This design comes from an exercise in tuning for small area on the open sky130 flow, not from production work.
In this exercise RTL edits were held to simulation tests only and were not proved equivalent to the original.
In run 1 the design's own scripts or RTL, not TritonCTS, make the clock network.
The clock input has no modelled driver; a real chip could not lean on it and would need a root buffer or a full tree.
Power figures rest on the tool's default switching activity, not on a simulated workload.

**flow/cts.tcl**
```tcl
# Replaces clock_tree_synthesis (sourced before CTS): the flip-flops are
# split into MY_CLOCK_CLUSTERS groups by k-means on their placement, and
# each group gets one MY_CLOCK_BUFFER at its centre, driven by the clock
# port.  Every flip-flop clock pin is driven by exactly one buffer.
rename clock_tree_synthesis __orig_clock_tree_synthesis
proc clock_tree_synthesis {args} {
  set k $::env(MY_CLOCK_CLUSTERS)
  set buf $::env(MY_CLOCK_BUFFER)
  set block [ord::get_db_block]
  set dbu [$block getDbUnitsPerMicron]
  set pins [get_pins -of_objects [get_nets clk_27]]
  set pts {}
  foreach p $pins {
    set box [[[sta::sta_to_db_pin $p] getInst] getBBox]
    lappend pts [list $p [expr {([$box xMin] + [$box xMax]) / 2.0 / $dbu}] \
      [expr {([$box yMin] + [$box yMax]) / 2.0 / $dbu}]]
  }
  set n [llength $pts]
  # initial centres: sinks spread along x + y
  set sorted [lsort -real -index 1 [lmap q $pts {list [lindex $q 0] [expr {[lindex $q 1] + [lindex $q 2]}]}]]
  set cx {}
  set cy {}
  for {set c 0} {$c < $k} {incr c} {
    set q [lindex $pts [lsearch -exact -index 0 $pts [lindex [lindex $sorted [expr {int(($c + 0.5) * $n / $k)}]] 0]]]
    lappend cx [lindex $q 1]
    lappend cy [lindex $q 2]
  }
  for {set it 0} {$it < 50} {incr it} {
    set groups [lrepeat $k {}]
    foreach q $pts {
      set best 0
      set bd 1e30
      for {set c 0} {$c < $k} {incr c} {
        set d [expr {abs([lindex $q 1] - [lindex $cx $c]) + abs([lindex $q 2] - [lindex $cy $c])}]
        if {$d < $bd} { set bd $d; set best $c }
      }
      lset groups $best [concat [lindex $groups $best] [list $q]]
    }
    for {set c 0} {$c < $k} {incr c} {
      set g [lindex $groups $c]
      if {[llength $g] == 0} { continue }
      set sx 0.0
      set sy 0.0
      foreach q $g { set sx [expr {$sx + [lindex $q 1]}]; set sy [expr {$sy + [lindex $q 2]}] }
      lset cx $c [expr {$sx / [llength $g]}]
      lset cy $c [expr {$sy / [llength $g]}]
    }
  }
  for {set c 0} {$c < $k} {incr c} {
    set g [lindex $groups $c]
    if {[llength $g] == 0} { continue }
    puts "clock buffer $c: [llength $g] sinks at [lindex $cx $c] [lindex $cy $c]"
    insert_buffer -buffer_cell $buf -net clk_27 -load_pins [lmap q $g {lindex $q 0}] \
      -location [list [lindex $cx $c] [lindex $cy $c]] \
      -buffer_name clkbuf_$c -net_name clknet_$c
  }
  foreach it [[[$block findBTerm clk_27] getNet] getITerms] {
    set inst [$it getInst]
    foreach o [$inst getITerms] {
      if {[$o isOutputSignal]} { [$o getNet] setSigType CLOCK }
    }
  }
  set_propagated_clock [all_clocks]
}
```
**flow/downsize.tcl**
```tcl
# Sourced after floorplan: every logic cell is set to the smallest drive
# strength of its own cell family (same function and pins).  Synthesis
# sizes for loads it cannot see; later resizing (repair_design,
# repair_timing) upsizes again where slew, capacitance or timing need it.
set db [ord::get_db]
set block [ord::get_db_block]
set dont_use $::env(DONT_USE_CELLS)
set families [dict create]
foreach lib [$db getLibs] {
  foreach m [$lib getMasters] {
    set n [$m getName]
    if {[lsearch -exact $dont_use $n] >= 0} { continue }
    if {![regexp {^(sky130_fd_sc_hd__[a-z0-9]+)_([0-9]+)$} $n -> fam drive]} { continue }
    set area [expr {[$m getWidth] * [$m getHeight]}]
    if {![dict exists $families $fam] || $area < [lindex [dict get $families $fam] 1]} {
      dict set families $fam [list $n $area]
    }
  }
}
set count 0
foreach inst [$block getInsts] {
  set m [$inst getMaster]
  set n [$m getName]
  if {![regexp {^(sky130_fd_sc_hd__[a-z0-9]+)_([0-9]+)$} $n -> fam drive]} { continue }
  # registers, clock cells, tie cells and physical cells keep their cell
  if {[regexp {__(df|dl|sdf|edf|clk|conb|tap|fill|decap|diode|probe|lpflow)} $n]} { continue }
  if {![dict exists $families $fam]} { continue }
  set best [lindex [dict get $families $fam] 0]
  set area [expr {[$m getWidth] * [$m getHeight]}]
  if {$best ne $n && [lindex [dict get $families $fam] 1] < $area} {
    replace_cell [$inst getName] $best
    incr count
  }
}
puts "downsize: $count cells set to their smallest drive strength"
```
**standard.sh**
```bash
#!/bin/bash
# synth_recipe.tcl (not shown) runs the flow's synth.tcl, then flattens the netlist and writes it again
# the make line also repeats each setting of config.mk as NAME=value (left out here)
make -C /OpenROAD-flow-scripts/flow DESIGN_CONFIG=/design/flow/config.mk WORK_HOME=/design/flow/orfs CLKGATE_MAP_FILE= SYNTH_SCRIPT=/design/flow/synth_recipe.tcl "${@:-finish}"
```
**design.v**
```verilog
module full_traffic_light(
input clk_27,
input reset,
input de_bug,
input left_turn_request,
input [1:0]push_button,
output northbound_green, northbound_amber, northbound_red,
output southbound_green, southbound_amber, southbound_red,
output [1:0] southbound_arrow,
output eastbound_green, eastbound_amber, eastbound_red,
output westbound_green, westbound_amber, westbound_red,
output [4:0] NBnd_D, SBnd_D, EBnd_D, WBnd_D,
output [6:1] northbound, southbound, eastbound, westbound
);
reg a;
reg b;
reg [9:0] c005;
reg [12:0] c05;
reg [13:0] c1;
reg [10:0] c10;
reg clk0_05;
reg clk0_5;
reg clk1;
reg clk_10;
reg clk_d_q;
reg clk_q;
reg [5:0] e;
reg ew_red;
reg fd;
reg h;
reg n_red;
reg s_red;
reg side;
reg walk_request;
reg wk;
reg wlk;
wire n8;
wire n9;
wire n10;
wire n11;
wire n13;
wire n14;
wire n15;
wire n17;
wire n18;
wire n19;
wire n20;
wire n21;
wire n22;
wire n24;
wire n27;
wire n33;
wire n35;
wire n36;
wire n37;
wire n38;
wire n41;
wire n42;
wire n43;
wire n49;
wire n50;
wire n53;
wire n56;
wire n59;
wire n62;
wire n63;
wire n64;
wire n66;
wire n69;
wire n71;
wire n76;
wire n81;
wire n82;
wire n83;
wire n84;
wire n86;
wire n89;
wire n94;
wire n97;
wire n98;
wire n99;
wire n101;
wire n105;
wire n108;
wire n111;
wire n116;
wire n118;
wire n119;
wire n120;
wire n121;
wire n122;
wire n123;
wire n125;
wire n127;
wire n128;
wire n129;
wire n130;
wire n131;
wire n132;
wire n133;
wire n134;
wire n135;
wire n137;
wire n138;
wire n139;
wire n140;
wire n141;
wire n142;
wire n143;
wire n144;
wire n145;
wire n146;
wire n147;
wire n148;
wire n149;
wire n150;
wire n151;
wire n152;
wire n153;
wire n155;
wire n156;
wire n157;
wire n158;
wire n159;
wire n160;
wire n161;
wire n162;
wire n163;
wire n164;
wire n165;
wire n166;
wire n167;
wire n168;
wire n169;
wire n170;
wire n171;
wire n172;
wire n173;
wire n174;
wire n175;
wire n176;
wire n177;
wire n178;
wire n179;
wire n180;
wire n181;
wire n182;
always @ (posedge clk_27 or negedge reset) if (reset == 1'b0) a <= 1'b0; else a <= n173;
always @ (posedge clk_27 or negedge reset) if (reset == 1'b0) b <= 1'b0; else b <= n150;
always @ (posedge clk_27 or negedge reset) if (reset == 1'b0) c005[0] <= 1'b0; else c005[0] <= n66;
always @ (posedge clk_27 or negedge reset) if (reset == 1'b0) c005[1] <= 1'b1; else c005[1] <= c005[0];
always @ (posedge clk_27 or negedge reset) if (reset == 1'b0) c005[2] <= 1'b0; else c005[2] <= c005[1];
always @ (posedge clk_27 or negedge reset) if (reset == 1'b0) c005[3] <= 1'b1; else c005[3] <= c005[2];
always @ (posedge clk_27 or negedge reset) if (reset == 1'b0) c005[4] <= 1'b0; else c005[4] <= c005[3];
always @ (posedge clk_27 or negedge reset) if (reset == 1'b0) c005[5] <= 1'b0; else c005[5] <= n64;
always @ (posedge clk_27 or negedge reset) if (reset == 1'b0) c005[6] <= 1'b0; else c005[6] <= c005[5];
always @ (posedge clk_27 or negedge reset) if (reset == 1'b0) c005[7] <= 1'b1; else c005[7] <= c005[6];
always @ (posedge clk_27 or negedge reset) if (reset == 1'b0) c005[8] <= 1'b0; else c005[8] <= c005[7];
always @ (posedge clk_27 or negedge reset) if (reset == 1'b0) c005[9] <= 1'b0; else c005[9] <= c005[8];
always @ (posedge clk_27 or negedge reset) if (reset == 1'b0) c05[0] <= 1'b0; else c05[0] <= n86;
always @ (posedge clk_27 or negedge reset) if (reset == 1'b0) c05[1] <= 1'b0; else c05[1] <= c05[0];
always @ (posedge clk_27 or negedge reset) if (reset == 1'b0) c05[2] <= 1'b0; else c05[2] <= c05[1];
always @ (posedge clk_27 or negedge reset) if (reset == 1'b0) c05[3] <= 1'b1; else c05[3] <= c05[2];
always @ (posedge clk_27 or negedge reset) if (reset == 1'b0) c05[4] <= 1'b0; else c05[4] <= n84;
always @ (posedge clk_27 or negedge reset) if (reset == 1'b0) c05[5] <= 1'b0; else c05[5] <= c05[4];
always @ (posedge clk_27 or negedge reset) if (reset == 1'b0) c05[6] <= 1'b0; else c05[6] <= c05[5];
always @ (posedge clk_27 or negedge reset) if (reset == 1'b0) c05[7] <= 1'b0; else c05[7] <= c05[6];
always @ (posedge clk_27 or negedge reset) if (reset == 1'b0) c05[8] <= 1'b1; else c05[8] <= c05[7];
always @ (posedge clk_27 or negedge reset) if (reset == 1'b0) c05[9] <= 1'b0; else c05[9] <= c05[8];
always @ (posedge clk_27 or negedge reset) if (reset == 1'b0) c05[10] <= 1'b1; else c05[10] <= c05[9];
always @ (posedge clk_27 or negedge reset) if (reset == 1'b0) c05[11] <= 1'b1; else c05[11] <= c05[10];
always @ (posedge clk_27 or negedge reset) if (reset == 1'b0) c05[12] <= 1'b0; else c05[12] <= c05[11];
always @ (posedge clk_27 or negedge reset) if (reset == 1'b0) c1[0] <= 1'b0; else c1[0] <= n123;
always @ (posedge clk_27 or negedge reset) if (reset == 1'b0) c1[1] <= 1'b0; else c1[1] <= c1[0];
always @ (posedge clk_27 or negedge reset) if (reset == 1'b0) c1[2] <= 1'b0; else c1[2] <= c1[1];
always @ (posedge clk_27 or negedge reset) if (reset == 1'b0) c1[3] <= 1'b1; else c1[3] <= c1[2];
always @ (posedge clk_27 or negedge reset) if (reset == 1'b0) c1[4] <= 1'b1; else c1[4] <= c1[3];
always @ (posedge clk_27 or negedge reset) if (reset == 1'b0) c1[5] <= 1'b0; else c1[5] <= c1[4];
always @ (posedge clk_27 or negedge reset) if (reset == 1'b0) c1[6] <= 1'b0; else c1[6] <= c1[5];
always @ (posedge clk_27 or negedge reset) if (reset == 1'b0) c1[7] <= 1'b1; else c1[7] <= c1[6];
always @ (posedge clk_27 or negedge reset) if (reset == 1'b0) c1[8] <= 1'b0; else c1[8] <= c1[7];
always @ (posedge clk_27 or negedge reset) if (reset == 1'b0) c1[9] <= 1'b0; else c1[9] <= n120;
always @ (posedge clk_27 or negedge reset) if (reset == 1'b0) c1[10] <= 1'b0; else c1[10] <= c1[9];
always @ (posedge clk_27 or negedge reset) if (reset == 1'b0) c1[11] <= 1'b0; else c1[11] <= c1[10];
always @ (posedge clk_27 or negedge reset) if (reset == 1'b0) c1[12] <= 1'b0; else c1[12] <= c1[11];
always @ (posedge clk_27 or negedge reset) if (reset == 1'b0) c1[13] <= 1'b0; else c1[13] <= c1[12];
always @ (posedge clk_27 or negedge reset) if (reset == 1'b0) c10[0] <= 1'b0; else c10[0] <= n101;
always @ (posedge clk_27 or negedge reset) if (reset == 1'b0) c10[1] <= 1'b1; else c10[1] <= c10[0];
always @ (posedge clk_27 or negedge reset) if (reset == 1'b0) c10[2] <= 1'b1; else c10[2] <= c10[1];
always @ (posedge clk_27 or negedge reset) if (reset == 1'b0) c10[3] <= 1'b0; else c10[3] <= c10[2];
always @ (posedge clk_27 or negedge reset) if (reset == 1'b0) c10[4] <= 1'b0; else c10[4] <= c10[3];
always @ (posedge clk_27 or negedge reset) if (reset == 1'b0) c10[5] <= 1'b0; else c10[5] <= n99;
always @ (posedge clk_27 or negedge reset) if (reset == 1'b0) c10[6] <= 1'b0; else c10[6] <= c10[5];
always @ (posedge clk_27 or negedge reset) if (reset == 1'b0) c10[7] <= 1'b0; else c10[7] <= c10[6];
always @ (posedge clk_27 or negedge reset) if (reset == 1'b0) c10[8] <= 1'b0; else c10[8] <= c10[7];
always @ (posedge clk_27 or negedge reset) if (reset == 1'b0) c10[9] <= 1'b0; else c10[9] <= c10[8];
always @ (posedge clk_27 or negedge reset) if (reset == 1'b0) c10[10] <= 1'b1; else c10[10] <= c10[9];
always @ (posedge clk_27 or negedge reset) if (reset == 1'b0) clk0_05 <= 1'b0; else clk0_05 <= n63;
always @ (posedge clk_27 or negedge reset) if (reset == 1'b0) clk0_5 <= 1'b0; else clk0_5 <= n83;
always @ (posedge clk_27 or negedge reset) if (reset == 1'b0) clk1 <= 1'b0; else clk1 <= n119;
always @ (posedge clk_27 or negedge reset) if (reset == 1'b0) clk_10 <= 1'b0; else clk_10 <= n98;
always @ (posedge clk_27) clk_d_q <= n50;
always @ (posedge clk_27) clk_q <= n41;
always @ (posedge clk_27 or negedge reset) if (reset == 1'b0) e[0] <= 1'b0; else e[0] <= n166;
always @ (posedge clk_27 or negedge reset) if (reset == 1'b0) e[1] <= 1'b0; else e[1] <= n164;
always @ (posedge clk_27 or negedge reset) if (reset == 1'b0) e[2] <= 1'b0; else e[2] <= n162;
always @ (posedge clk_27 or negedge reset) if (reset == 1'b0) e[3] <= 1'b0; else e[3] <= n160;
always @ (posedge clk_27 or negedge reset) if (reset == 1'b0) e[4] <= 1'b0; else e[4] <= n158;
always @ (posedge clk_27 or negedge reset) if (reset == 1'b0) e[5] <= 1'b0; else e[5] <= n135;
always @ (posedge clk_27 or negedge reset) if (reset == 1'b0) ew_red <= 1'b1; else ew_red <= n147;
always @ (posedge clk_27 or negedge reset) if (reset == 1'b0) fd <= 1'b0; else fd <= n182;
always @ (posedge clk_27 or negedge reset) if (reset == 1'b0) h <= 1'b0; else h <= n178;
always @ (posedge clk_27 or negedge reset) if (reset == 1'b0) n_red <= 1'b0; else n_red <= n139;
always @ (posedge clk_27 or negedge reset) if (reset == 1'b0) s_red <= 1'b0; else s_red <= n143;
always @ (posedge clk_27 or negedge reset) if (reset == 1'b0) side <= 1'b0; else side <= n176;
always @ (posedge clk_27 or negedge reset) if (reset == 1'b0) walk_request <= 1'b0; else walk_request <= n156;
always @ (posedge clk_27 or negedge reset) if (reset == 1'b0) wk <= 1'b0; else wk <= n174;
always @ (posedge clk_27 or negedge reset) if (reset == 1'b0) wlk <= 1'b0; else wlk <= n171;
g_clkinv_1 u0 (.A(h), .Y(n24));
g_nor2_1 u1 (.A(b), .B(a), .Y(n27));
g_nand2_1 u2 (.A(n24), .B(n27), .Y(n14));
g_a41oi_1 u3 (.A1(e[1]), .A2(e[4]), .A3(e[2]), .A4(e[3]), .B1(e[5]), .Y(n33));
g_and3_1 u4 (.A(wk), .B(n27), .C(n33), .X(n35));
g_clkinv_1 u5 (.A(n35), .Y(n36));
g_nor2_1 u6 (.A(b), .B(h), .Y(n37));
g_nand2_1 u7 (.A(a), .B(n37), .Y(n38));
g_o21ai_0 u8 (.A1(h), .A2(n36), .B1(n38), .Y(n18));
g_mux2_1 u9 (.A0(clk1), .A1(clk_10), .S(de_bug), .X(n41));
g_nand2_1 u10 (.A(h), .B(n27), .Y(n8));
g_o21ai_0 u11 (.A1(n24), .A2(n36), .B1(n38), .Y(n17));
g_clkinv_1 u12 (.A(b), .Y(n42));
g_nand3_1 u13 (.A(n42), .B(a), .C(h), .Y(n13));
g_nand2_1 u14 (.A(b), .B(a), .Y(n43));
g_nand3b_1 u15 (.A_N(n27), .B(n43), .C(h), .Y(n11));
g_or3_1 u16 (.A(n42), .B(a), .C(n24), .X(n9));
g_or3_1 u17 (.A(n42), .B(a), .C(h), .X(n15));
g_nor2b_1 u18 (.A(side), .B_N(fd), .Y(n21));
g_nand2_1 u19 (.A(side), .B(wlk), .Y(n20));
g_nand2b_1 u20 (.A_N(side), .B(wlk), .Y(n22));
g_and2_0 u21 (.A(fd), .B(side), .X(n19));
g_mux2i_1 u22 (.A0(clk0_5), .A1(clk0_05), .S(de_bug), .Y(n49));
g_clkinv_1 u23 (.A(n49), .Y(n50));
g_nor2_1 u24 (.A(c005[1]), .B(c005[3]), .Y(n53));
g_nand2_1 u25 (.A(c005[0]), .B(c005[2]), .Y(n56));
g_nor3_1 u26 (.A(c005[5]), .B(c005[7]), .C(n56), .Y(n59));
g_nand4_1 u27 (.A(c005[4]), .B(c005[6]), .C(n53), .D(n59), .Y(n62));
g_xnor2_1 u28 (.A(clk0_05), .B(n62), .Y(n63));
g_and2_0 u29 (.A(c005[4]), .B(n62), .X(n64));
g_xor2_1 u30 (.A(c005[0]), .B(c005[9]), .X(n66));
g_nand2_1 u31 (.A(c05[9]), .B(c05[10]), .Y(n69));
g_nor2_1 u32 (.A(c05[11]), .B(n69), .Y(n71));
g_nor4bb_1 u33 (.A(c05[1]), .B(c05[6]), .C_N(c05[7]), .D_N(c05[3]), .Y(n76));
g_nor4b_1 u34 (.A(c05[0]), .B(c05[4]), .C(c05[8]), .D_N(c05[2]), .Y(n81));
g_nand3_1 u35 (.A(n71), .B(n76), .C(n81), .Y(n82));
g_xnor2_1 u36 (.A(clk0_5), .B(n82), .Y(n83));
g_and2_0 u37 (.A(c05[3]), .B(n82), .X(n84));
g_xor2_1 u38 (.A(c05[3]), .B(c05[12]), .X(n86));
g_nand2_1 u39 (.A(c10[10]), .B(c10[9]), .Y(n89));
g_nand4b_1 u40 (.A_N(c10[5]), .B(c10[4]), .C(c10[0]), .D(c10[1]), .Y(n94));
g_or4_1 u41 (.A(c10[8]), .B(c10[7]), .C(n89), .D(n94), .X(n97));
g_xnor2_1 u42 (.A(clk_10), .B(n97), .Y(n98));
g_and2_0 u43 (.A(c10[4]), .B(n97), .X(n99));
g_xnor2_1 u44 (.A(c10[10]), .B(c10[2]), .Y(n101));
g_nor3_1 u45 (.A(c1[11]), .B(c1[10]), .C(c1[12]), .Y(n105));
g_nand2_1 u46 (.A(c1[2]), .B(c1[3]), .Y(n108));
g_nor3_1 u47 (.A(c1[1]), .B(c1[0]), .C(n108), .Y(n111));
g_nor4b_1 u48 (.A(c1[5]), .B(c1[4]), .C(c1[9]), .D_N(c1[8]), .Y(n116));
g_nand4_1 u49 (.A(c1[13]), .B(n105), .C(n111), .D(n116), .Y(n118));
g_xnor2_1 u50 (.A(clk1), .B(n118), .Y(n119));
g_and2_0 u51 (.A(c1[8]), .B(n118), .X(n120));
g_xnor2_1 u52 (.A(c1[2]), .B(c1[3]), .Y(n121));
g_xnor2_1 u53 (.A(c1[0]), .B(c1[13]), .Y(n122));
g_xnor2_1 u54 (.A(n121), .B(n122), .Y(n123));
g_nor2b_1 u55 (.A(clk_q), .B_N(n41), .Y(n125));
g_and3_1 u56 (.A(e[0]), .B(e[1]), .C(n125), .X(n127));
g_and3_1 u57 (.A(e[2]), .B(e[3]), .C(n127), .X(n128));
g_a21oi_1 u58 (.A1(e[4]), .A2(n128), .B1(e[5]), .Y(n129));
g_and2_0 u59 (.A(e[0]), .B(n125), .X(n130));
g_nand2_1 u60 (.A(e[1]), .B(e[4]), .Y(n131));
g_a21oi_1 u61 (.A1(e[5]), .A2(e[3]), .B1(a), .Y(n132));
g_o21ai_0 u62 (.A1(n131), .A2(n132), .B1(n42), .Y(n133));
g_o311a_1 u63 (.A1(n42), .A2(a), .A3(e[2]), .B1(n130), .C1(n133), .X(n134));
g_nor2_1 u64 (.A(n129), .B(n134), .Y(n135));
g_nor2_1 u65 (.A(clk_d_q), .B(n49), .Y(n137));
g_o221ai_1 u66 (.A1(a), .A2(n24), .B1(n38), .B2(n_red), .C1(n137), .Y(n138));
g_o21a_1 u67 (.A1(n_red), .A2(n137), .B1(n138), .X(n139));
g_nor2_1 u68 (.A(s_red), .B(n38), .Y(n140));
g_a21oi_1 u69 (.A1(h), .A2(n43), .B1(n140), .Y(n141));
g_nor2_1 u70 (.A(s_red), .B(n137), .Y(n142));
g_a21oi_1 u71 (.A1(n137), .A2(n141), .B1(n142), .Y(n143));
g_or2_0 u72 (.A(clk_d_q), .B(n49), .X(n144));
g_nor2_1 u73 (.A(h), .B(n144), .Y(n145));
g_o21ai_0 u74 (.A1(b), .A2(ew_red), .B1(a), .Y(n146));
g_a22o_1 u75 (.A1(ew_red), .A2(n144), .B1(n145), .B2(n146), .X(n147));
g_o21ai_0 u76 (.A1(b), .A2(h), .B1(a), .Y(n148));
g_o311ai_0 u77 (.A1(n42), .A2(h), .A3(push_button[0]), .B1(n134), .C1(n148), .Y(n149));
g_o21ai_0 u78 (.A1(n42), .A2(n134), .B1(n149), .Y(n150));
g_nor2_1 u79 (.A(h), .B(left_turn_request), .Y(n151));
g_nor2_1 u80 (.A(n37), .B(n151), .Y(n152));
g_nand3_1 u81 (.A(a), .B(n134), .C(n152), .Y(n153));
g_nand2_1 u82 (.A(walk_request), .B(n153), .Y(n155));
g_nand2_1 u83 (.A(push_button[1]), .B(n155), .Y(n156));
g_nor2_1 u84 (.A(e[4]), .B(n128), .Y(n157));
g_a211oi_1 u85 (.A1(e[4]), .A2(n128), .B1(n134), .C1(n157), .Y(n158));
g_a21oi_1 u86 (.A1(e[2]), .A2(n127), .B1(e[3]), .Y(n159));
g_nor3_1 u87 (.A(n128), .B(n134), .C(n159), .Y(n160));
g_nor2_1 u88 (.A(e[2]), .B(n127), .Y(n161));
g_a211oi_1 u89 (.A1(e[2]), .A2(n127), .B1(n134), .C1(n161), .Y(n162));
g_nor2_1 u90 (.A(e[1]), .B(n130), .Y(n163));
g_nor3_1 u91 (.A(n127), .B(n134), .C(n163), .Y(n164));
g_nor2_1 u92 (.A(e[0]), .B(n125), .Y(n165));
g_nor2_1 u93 (.A(n130), .B(n165), .Y(n166));
g_nand2_1 u94 (.A(wlk), .B(n144), .Y(n167));
g_o21a_1 u95 (.A1(e[1]), .A2(e[2]), .B1(e[3]), .X(n168));
g_nor3_1 u96 (.A(e[4]), .B(e[5]), .C(n168), .Y(n169));
g_nand4_1 u97 (.A(wk), .B(n27), .C(n137), .D(n169), .Y(n170));
g_nand2_1 u98 (.A(n167), .B(n170), .Y(n171));
g_a21oi_1 u99 (.A1(b), .A2(n134), .B1(a), .Y(n172));
g_a31oi_1 u100 (.A1(a), .A2(n134), .A3(n152), .B1(n172), .Y(n173));
g_mux2_1 u101 (.A0(wk), .A1(walk_request), .S(n134), .X(n174));
g_nor2_1 u102 (.A(side), .B(n137), .Y(n175));
g_nor2_1 u103 (.A(n145), .B(n175), .Y(n176));
g_nand3_1 u104 (.A(b), .B(a), .C(n130), .Y(n177));
g_xnor2_1 u105 (.A(h), .B(n177), .Y(n178));
g_mux2i_1 u106 (.A0(n21), .A1(n19), .S(h), .Y(n179));
g_nand3_1 u107 (.A(n35), .B(n137), .C(n179), .Y(n180));
g_nand2_1 u108 (.A(fd), .B(n144), .Y(n181));
g_nand3_1 u109 (.A(n170), .B(n180), .C(n181), .Y(n182));
assign northbound_green = n8;
assign northbound_amber = n9;
assign northbound_red = n_red;
assign southbound_green = n8;
assign southbound_amber = n11;
assign southbound_red = s_red;
assign southbound_arrow[0] = n13;
assign southbound_arrow[1] = n13;
assign eastbound_green = n14;
assign eastbound_amber = n15;
assign eastbound_red = ew_red;
assign westbound_green = n14;
assign westbound_amber = n15;
assign westbound_red = ew_red;
assign NBnd_D[0] = n17;
assign NBnd_D[1] = n17;
assign NBnd_D[2] = n17;
assign NBnd_D[3] = n17;
assign NBnd_D[4] = n17;
assign SBnd_D[0] = n17;
assign SBnd_D[1] = n17;
assign SBnd_D[2] = n17;
assign SBnd_D[3] = n17;
assign SBnd_D[4] = n17;
assign EBnd_D[0] = n18;
assign EBnd_D[1] = n18;
assign EBnd_D[2] = n18;
assign EBnd_D[3] = n18;
assign EBnd_D[4] = n18;
assign WBnd_D[0] = n18;
assign WBnd_D[1] = n18;
assign WBnd_D[2] = n18;
assign WBnd_D[3] = n18;
assign WBnd_D[4] = n18;
assign northbound[1] = n19;
assign northbound[2] = n19;
assign northbound[3] = n19;
assign northbound[4] = n19;
assign northbound[5] = n19;
assign northbound[6] = n20;
assign southbound[1] = n19;
assign southbound[2] = n19;
assign southbound[3] = n19;
assign southbound[4] = n19;
assign southbound[5] = n19;
assign southbound[6] = n20;
assign eastbound[1] = n21;
assign eastbound[2] = n21;
assign eastbound[3] = n21;
assign eastbound[4] = n21;
assign eastbound[5] = n21;
assign eastbound[6] = n22;
assign westbound[1] = n21;
assign westbound[2] = n21;
assign westbound[3] = n21;
assign westbound[4] = n21;
assign westbound[5] = n21;
assign westbound[6] = n22;
endmodule
module g_a211oi_1(input A1, input A2, input B1, input C1, output Y);
assign Y = (~A1&~B1&~C1) | (~A2&~B1&~C1);
endmodule
module g_a21oi_1(input A1, input A2, input B1, output Y);
assign Y = (~A1&~B1) | (~A2&~B1);
endmodule
module g_a22o_1(input A1, input A2, input B1, input B2, output X);
assign X = (B1&B2) | (A1&A2);
endmodule
module g_a31oi_1(input A1, input A2, input A3, input B1, output Y);
assign Y = (~A1&~B1) | (~A2&~B1) | (~A3&~B1);
endmodule
module g_a41oi_1(input A1, input A2, input A3, input A4, input B1, output Y);
assign Y = (~A1&~B1) | (~A2&~B1) | (~A3&~B1) | (~A4&~B1);
endmodule
module g_and2_0(input A, input B, output X);
assign X = (A&B);
endmodule
module g_and3_1(input A, input B, input C, output X);
assign X = (A&B&C);
endmodule
module g_clkinv_1(input A, output Y);
assign Y = (~A);
endmodule
module g_mux2_1(input A0, input A1, input S, output X);
assign X = (A0&~S) | (A1&S);
endmodule
module g_mux2i_1(input A0, input A1, input S, output Y);
assign Y = (~A0&~S) | (~A1&S);
endmodule
module g_nand2_1(input A, input B, output Y);
assign Y = (~A) | (~B);
endmodule
module g_nand2b_1(input A_N, input B, output Y);
assign Y = (A_N) | (~B);
endmodule
module g_nand3_1(input A, input B, input C, output Y);
assign Y = (~A) | (~B) | (~C);
endmodule
module g_nand3b_1(input A_N, input B, input C, output Y);
assign Y = (A_N) | (~B) | (~C);
endmodule
module g_nand4_1(input A, input B, input C, input D, output Y);
assign Y = (~A) | (~B) | (~C) | (~D);
endmodule
module g_nand4b_1(input A_N, input B, input C, input D, output Y);
assign Y = (A_N) | (~B) | (~C) | (~D);
endmodule
module g_nor2_1(input A, input B, output Y);
assign Y = (~A&~B);
endmodule
module g_nor2b_1(input A, input B_N, output Y);
assign Y = (~A&B_N);
endmodule
module g_nor3_1(input A, input B, input C, output Y);
assign Y = (~A&~B&~C);
endmodule
module g_nor4b_1(input A, input B, input C, input D_N, output Y);
assign Y = (~A&~B&~C&D_N);
endmodule
module g_nor4bb_1(input A, input B, input C_N, input D_N, output Y);
assign Y = (~A&~B&C_N&D_N);
endmodule
module g_o21a_1(input A1, input A2, input B1, output X);
assign X = (A1&B1) | (A2&B1);
endmodule
module g_o21ai_0(input A1, input A2, input B1, output Y);
assign Y = (~A1&~A2) | (~B1);
endmodule
module g_o221ai_1(input A1, input A2, input B1, input B2, input C1, output Y);
assign Y = (~B1&~B2) | (~A1&~A2) | (~C1);
endmodule
module g_o311a_1(input A1, input A2, input A3, input B1, input C1, output X);
assign X = (A1&B1&C1) | (A2&B1&C1) | (A3&B1&C1);
endmodule
module g_o311ai_0(input A1, input A2, input A3, input B1, input C1, output Y);
assign Y = (~A1&~A2&~A3) | (~B1) | (~C1);
endmodule
module g_or2_0(input A, input B, output X);
assign X = (A) | (B);
endmodule
module g_or3_1(input A, input B, input C, output X);
assign X = (A) | (B) | (C);
endmodule
module g_or4_1(input A, input B, input C, input D, output X);
assign X = (A) | (B) | (C) | (D);
endmodule
module g_xnor2_1(input A, input B, output Y);
assign Y = (~A&~B) | (A&B);
endmodule
module g_xor2_1(input A, input B, output X);
assign X = (A&~B) | (~A&B);
endmodule
```
**config.mk**
```make
export PLATFORM = sky130hd
export DESIGN_NAME = full_traffic_light
export DESIGN_NICKNAME = full_traffic_light
export VERILOG_FILES = /design/flow/design.v
export SDC_FILE = /design/flow/constraint.sdc
export NUM_CORES = 4
export LEC_CHECK = 0
export CAP_MARGIN = 20
export CORE_MARGIN = 2
export CORE_UTILIZATION = 40
export SLEW_MARGIN = 20
export SYNTH_HIERARCHICAL = 1
export SYNTH_MINIMUM_KEEP_SIZE = 0
```
**constraint.sdc**
```tcl
create_clock -name core_clock -period 10.0 [get_ports {clk_27}]
set_input_delay 2.0000 -clock core_clock [delete_from_list [all_inputs] [get_ports {clk_27}]]
set_output_delay 2.0000 -clock core_clock [all_outputs]
set_load 0.01 [all_outputs]
```
**flow/run.sh**
```bash
#!/bin/bash
# Standard layout, except:
#  - logic cells are set to their smallest drive strength after floorplan
#    (flow/downsize.tcl); later repair steps upsize where needed;
#  - the port buffers are the smallest buffer cell (buf_1);
#  - the clock tree is a few clock buffers, one per cluster of flip-flops,
#    each driven by the clock port (flow/cts.tcl).
set -euo pipefail
export POST_FLOORPLAN_TCL="$(pwd)/flow/downsize.tcl"
export BUFFER_PORTS_ARGS="-buffer_cell sky130_fd_sc_hd__buf_1"
export PRE_CTS_TCL="$(pwd)/flow/cts.tcl"
export MY_CLOCK_CLUSTERS="${MY_CLOCK_CLUSTERS:-4}"
export MY_CLOCK_BUFFER="${MY_CLOCK_BUFFER:-sky130_fd_sc_hd__clkbuf_8}"
bash standard.sh > standard.log 2>&1
```
==> impl_metrics.toml, run 1 <==
[outcome]
status = "timing/DRC/antenna clean"

[finish]
fillers = 683
syn_to_final_growth_pct = -2.14
layout-drive-gt1-share_pct = 8.43
diodes = 0
regArea_mm2 = 0.00178
multi_input_area_um2 = 631
final_util_pct = 40.0
instances_no_fill = 348
layout.nets = 257

[grt]
grt_start_max_net_pins = 70
grt_overflow = 0
grt_pass1_wl_um = 6360
grt_use_total_pct = 9.82
antenna_found_initial = 0
grt_pass1_vias = 1340

[drt]
num_vias = 1592
wl_um = 4010
vias_per_cell = 4.57
drc_errors = 0
first_pass_iters = 4
drt.antenna.violating_nets = 0
first_iter_violations = 53
post_drt_wl_per_cell_um = 11.5

[sta]
hold_viol_final = 0
clock_skew_ns = 0.0183
min_period_ns = 3.95
slew_headroom_pct = 44.3
min_period_over_period_pct = 39.5
setup_viol = 0
fmax_mhz = 253
tightest_slew_ns = 0.835
rsz0062_at_grt = "false"
report.final.slew_viol_count = 0
timing.setup.tns_ns = 0

[logic_synthesis]
synthTopCellsByArea = "dfrtp_1 47%, buf_4 13%, dfstp_2 13%"
ys_top_cells_by_count = "55 x dfrtp_1, 50 x buf_4, 18 x nor2_1, 15 x nand2_1, 14 x dfstp_2"
synth_seq_area_share_pct = 61.2
synthArstFlopShare_pct = 97.2
synth_top_flop_cell = "dfrtp_1"
ys_seq_elements = 71
synth_top_cell_by_area = "dfrtp_1"
yosysUniqueCellTypes = 35
synth_edf_count = 0
synthCells = 231
avgSynthCellArea_um2 = 12.6
yosysWarnings = 7
post-synth-top-count-cell = "dfrtp_1"
synth_fp_nets = 237
synth_top_area_share_pct = 47.2
synth_area_mm2 = 0.00292

[die]
dieArea_mm2 = 0.00799
initial_core_util_pct = 40.9
ios = 64
rows = 31
core_area_mm2 = 0.00714
chipHeight_um = 89.4
fp.dieW_um = 89.4

[cts]
ctsHoldBuffers = 0
clk_pin_slew_ns = 0.11
clock_latency_ns = 0.17
cts_resized = 0
post_cts_buffers = 0

[setup_path]
crit_fanout = 15
setup.worst_path.class = "reg2out"
crit_arrival_ns = 1.95
critical-path-max-stage-delay_ns = 0.54
critPathCaptureType = "output pin"
cp_data_required_time_ns = 8.00
crit_slowest_cell = "dfrtp_1"
cp_cell_sequence = "nor2_1 -> and3_1 -> inv_1 -> o21ai_1 -> buf_1"
critPathLaunchType = "flop"

[place]
io_buffer_count = 63
place.gp.congestion = 0.733
dp.cells = 344
dp_hpwl_um = 2790

[power]
power_w = 0.000397
p_per_area_mw_per_mm2 = 139
max-vdd-ir-drop_mv = 0.0617
p_leak_nw = 1.23

[run]
maxCapViolations = 0

[min_path]
hold_class = "reg2reg"
metrics by stage:
step	setup WS, ns	area [µm²]	hold slack, ns
after CTS	6.01	2850	0.359
after floorplan	6.42	2920	0.331
final	6.05	2850	0.357
after global placement	6.32	2800	0.332
after detailed placement	6.23	2800	0.338
after global routing	5.71	2850	0.371
per-module statistics from Yosys, one instance, submodules excluded, excerpt:
module,area (µm²),flops+latches,cells,times used
g_a41oi_1,16.3,0,1,1
g_nand2_1,3.75,0,1,15
g_nor4b_1,15.0,0,1,2
g_o21ai_0,5.00,0,1,6
g_a22o_1,8.76,0,1,1
g_or2_0,6.26,0,1,1
g_mux2i_1,10.0,0,1,2
g_xor2_1,8.76,0,1,2
g_a211oi_1,12.5,0,1,2
g_xnor2_1,8.76,0,1,9
g_o311ai_0,8.76,0,1,1
g_o311a_1,10.0,0,1,1
g_o221ai_1,15.0,0,1,1
g_nand2b_1,6.26,0,1,1
layer usage:
metal  up-vias  GRT usage [%]  wire length [µm]
met5         -              0                 0
met4         0          0.814                34
met3         5           1.11               228
met2        69           15.3              1700
met1       761           15.5              2050
li1        757              -                 -
report_power, final:
group	switching (W)	total [W]	leakage, nW	internal (W)
registers	0.00000000000000000000584	0.000287	0.874	0.000287
clock network	0.0000660	0.000103	0.0288	0.0000372
logic	0.00000566	0.00000661	0.327	0.000000955
area by class of cell, clock buffers not listed:
class                           count  area share, %
Sequential cell                    71           62.5
Inverter                            4          0.526
Multi-Input combinational cell    106           22.1
Tap cell                           99           4.34
Timing Repair Buffer               64           8.59
cells in the final DEF, fill, tap and decap left out, types with 2 or more instances in the layout:
cell,count
nor3_1,6
mux2i_1,2
o21ai_1,6
mux2_1,2
dfxtp_1,2
o21a_1,2
nor2b_1,2
buf_1,62
and2_1,6
nand3_1,6
dfstp_2,14
and3_1,3
clkbuf_8,4
nor4b_1,2
nand4_1,3
a21oi_1,6
xnor2_1,9
or3_1,2
a211oi_1,2
dfrtp_1,55
inv_1,4
xor2_1,2
nand2_1,15
nor2_1,18
registers in the layout, summed over array words and instances, names as in the netlist, 6 cells and up:
| register | cells |
|---|---|
| c005 | 10 |
| c05 | 13 |
| c10 | 11 |
| e | 6 |
| c1 | 14 |
cells by family (layout without fill, tap and decap cells):
group / after synthesis / in the layout / synth area share [%]
AOI/OAI and AO/OA: 22 / 22 / 6.44
and+or+nand+nor: 69 / 69 / 14.0
buffers and inverters: 54 / 72 / 13.4
muxes: 4 / 4 / 1.72
DFF: 71 / 71 / 61.2
xor gates and xnor gates: 11 / 11 / 3.30
critical path: cells and delay by family, from the launching register on:
kind,cells,cell delay [ns]
DFF,1,0.54
and+or+nand+nor,2,0.53
AOI/OAI and AO/OA,1,0.45
buffers and inverters,2,0.27
final timing paths:
check,from,end,slack (ns),cells past startpoint
worst max register to register,clk1,wk,8.18,5
worst min-delay path,c10[3],c10[4],0.36,0
worst max-delay path,a,EBnd_D[0],6.05,5
min in group asynchronous,reset,c10[5],2.02,2
max in group asynchronous,reset,c10[0],7.44,2
worst min register to register,c10[3],c10[4],0.36,0
==> run 2: changes to the inputs <==
==> flow/run.sh (replaced) <==
#!/bin/bash
# Standard layout, except:
#  - logic cells are set to their smallest drive strength after floorplan
#    (flow/downsize.tcl); later repair steps upsize where needed;
#  - the port buffers are the smallest buffer cell (buf_1);
#  - the clock tree uses small clock buffers and no dummy loads.
set -euo pipefail
export POST_FLOORPLAN_TCL="$(pwd)/flow/downsize.tcl"
export BUFFER_PORTS_ARGS="-buffer_cell sky130_fd_sc_hd__buf_1"
export CTS_ARGS="-sink_clustering_enable -repair_clock_nets -buf_list {sky130_fd_sc_hd__clkbuf_2 sky130_fd_sc_hd__clkbuf_4} -sink_clustering_size 30 -sink_clustering_max_diameter 100 -dont_use_dummy_load"
bash standard.sh > standard.log 2>&1
removed: flow/cts.tcl
==> run 2 against run 1 <==
Largest power group unchanged. Combinational power increased by 0.9%. Flip-flop and latch count unchanged. Die area unchanged. Area after synthesis unchanged. Power increased by 5.4%. Final cell count increased by 1.4%. Wire length increased by 4.0%. Worst hold slack got worse by 0.0031 ns.
==> impl_metrics.toml, run 2 <==
[outcome]
status = "timing/DRC/antenna clean"

[logic_synthesis]
synthCells = 231
ys_top_cells_by_count = "55 x dfrtp_1, 50 x buf_4, 18 x nor2_1, 15 x nand2_1, 14 x dfstp_2"
avgSynthCellArea_um2 = 12.6
yosysWarnings = 7
synth_edf_count = 0
synth_area_mm2 = 0.00292
synth_top_family_by_area = "simple AND/OR/NAND/NOR gates"
synth_seq_area_share_pct = 61.2
synth_top_area_share_pct = 47.2
synth_fp_nets = 237
synth_mux_area_share_pct = 1.72
ys_seq_elements = 71
synthXorXnorAreaFrac_pct = 3.30
synth_compound_area_share_pct = 6.44
synth_top_flop_cell = "dfrtp_1"
synthArstFlopShare_pct = 97.2
synthTopCellsByArea = "dfrtp_1 47%, buf_4 13%, dfstp_2 13%"
post-synth-top-count-cell = "dfrtp_1"
synth_top_cell_by_area = "dfrtp_1"
yosys.area_share.simple_pct = 14.0
synth_fa_ha_area_share_pct = 0
yosysUniqueCellTypes = 35

[setup_path]
crit_fanout = 15
critPathCaptureType = "output pin"
critPathLaunchType = "flop"
crit_slowest_cell = "dfrtp_1"
r2r_slack_ns = 8.18
crit_arrival_ns = 2.15
setup.worst_path.class = "reg2out"
cp_data_required_time_ns = 8.00
path_buf_inv = 2
cp_cell_sequence = "nor2_1 -> and3_1 -> inv_1 -> o21ai_1 -> buf_1"
critical-path-max-stage-delay_ns = 0.54
crit_family = "flip-flops"

[finish]
layout-drive-gt1-share_pct = 10.2
reg.largest.list = "c1: 14 flops, c05: 13 flops, c10: 11 flops"
largest_reg_flops = 14
diodes = 0
syn_to_final_growth_pct = -1.72
top_register = "c1"
layout.nets = 262
final_cell_mix = "62 x buf_1, 55 x dfrtp_1, 18 x nor2_1"
mostFrequentLayoutCell = "buf_1"

[power]
max-vdd-ir-drop_mv = 0.0960
p_leak_nw = 1.24
power_w = 0.000418
p_per_area_mw_per_mm2 = 146

[sta]
report.final.slew_viol_count = 0
rsz0062_at_grt = "false"
min_period_over_period_pct = 41.5
whs_ns = 0.354
timing.setup.tns_ns = 0
min_period_ns = 4.15
clock_skew_ns = 0.0252
tightest_slew_ns = 0.847
fmax_mhz = 241
slew_headroom_pct = 43.5
hold_viol_final = 0
setup_viol = 0

[grt]
grt_start_max_net_pins = 70
antenna_found_initial = 0
grt_pass1_wl_um = 6620
grt_use_total_pct = 11.4
grt_overflow = 0
grt_pass1_vias = 1392

[place]
place.gp.congestion = 0.733
io_buffer_count = 63
dp_hpwl_um = 2790

[cts]
clkSinkCount = 71
clk_pin_slew_ns = 0.09
cts_resized = 0
post_cts_buffers = 0
clock_latency_ns = 0.39
htree_num_levels = 3
cts_tree = "done"
clk_root_buffer_cell = "clkbuf_4"
ctsHoldBuffers = 0
numCtsBuffers = 9
max-clock-path-buffers = 2

[drt]
wl_um = 4170
drt.antenna.violating_nets = 0
num_vias = 1625
vias_per_cell = 4.60
post_drt_wl_per_cell_um = 11.8
drc_errors = 0
first_iter_violations = 38
first_pass_iters = 4

[run]
maxCapViolations = 0

[die]
rows = 31
chipHeight_um = 89.4
dieArea_mm2 = 0.00799
fp.dieW_um = 89.4
initial_core_util_pct = 40.9
core_area_mm2 = 0.00714
ios = 64

[min_path]
hold_class = "reg2reg"
-- run 2: logic make-up (layout without fill, tap and decap cells) --
family / count (synthesis) / in the layout
DFF: 71 / 71
and+or+nand+nor: 69 / 69
buffers and inverters: 54 / 77
AOI/OAI and AO/OA: 22 / 22
xor gates and xnor gates: 11 / 11
muxes: 4 / 4
-- run 2: cell type report --
| cell class | instances | area, µm² |
|---|---|---|
| fill | 687 | 4270 |
| sequential | 71 | 1780 |
| multi-input combinational | 106 | 631 |
| timing repair buffer | 64 | 245 |
| tap | 99 | 124 |
| clock buffer | 9 | 67.6 |
| inverter | 4 | 15.0 |
-- run 2: worst paths after layout --
kind / start / endpoint / depth (start not counted)
max in group asynchronous: reset / e[5] / 2
worst max-delay path: a / EBnd_D[0] / 5
worst min register to register: c10[3] / c10[4] / 0
worst min-delay path: c10[3] / c10[4] / 0
worst max register to register: clk_10 / wk / 5
min in group asynchronous: reset / c005[2] / 2
-- run 2: layer usage --
metal  share of wire [%]  up-vias  global-route usage [%]
met3                 6.4        4                    5.54
li1                    -      767                       -
met1                  51      782                    15.8
met5                   0        -                       0
met2                  42       72                    15.8
met4                0.62        0                    3.26
-- run 2: per-stage QoR --
stage / std cells / setup slack, ns / cell area [µm²] / utilization [%]
floorplan: 231 / 6.42 / 2920 / -
global placement: 344 / 6.32 / 2800 / 39.2
detailed placement: 344 / 6.23 / 2800 / 39.2
CTS: 353 / 5.78 / 2870 / 40.2
global route: 353 / 5.46 / 2870 / 40.2
finish: 353 / 5.85 / 2870 / 40.2
-- run 2: per-module statistics from Yosys (local to each module, per instance), excerpt --
module	flip-flops and latches	cells	area, µm²
g_nand4b_1	0	1	8.76
g_a31oi_1	0	1	6.26
g_nor2_1	0	1	3.75
g_o21a_1	0	1	7.51
g_nor3_1	0	1	10.0
g_xnor2_1	0	1	8.76
-- run 2: power breakdown --
group | internal [W] | switching, W | total [W]
registers | 0.000287 | 0.00000000000000000000552 | 0.000287
logic | 0.000000954 | 0.00000571 | 0.00000667
clock network | 0.0000419 | 0.0000826 | 0.000125

static timing again, ports no longer ideal:
The flow's constraints put no driver on any port. The routed layouts listed below were extracted and timed again, unchanged, in two steps. Step 1 (the two cells are an assumption about what drives the block):
set clk [get_ports {clk_27}]
set_driving_cell -lib_cell sky130_fd_sc_hd__clkbuf_16 $clk
set_driving_cell -lib_cell sky130_fd_sc_hd__buf_2 [delete_from_list [all_inputs] $clk]
Step 2 times the ports against the registers' clock, not the clock port: input delays grow and output delays shrink by t, the midpoint of the rising clock arrivals with the driver on. Slacks: ideal / step 1 / step 2; pairs: ideal / step 1.
| run | t, ns | setup slack, ns | worst hold slack (ns) | clock arrival spread, ns |
|---|---|---|---|---|
| run 1 | 0.210 | 6.052 / 5.999 / 6.209 | 0.357 / 0.357 / 0.357 | 0.019 / 0.019 |
| run 2 | 0.401 | 5.848 / 5.825 / 6.227 | 0.354 / 0.354 / 0.354 | 0.025 / 0.025 |
After both steps every run listed still meets setup and hold.
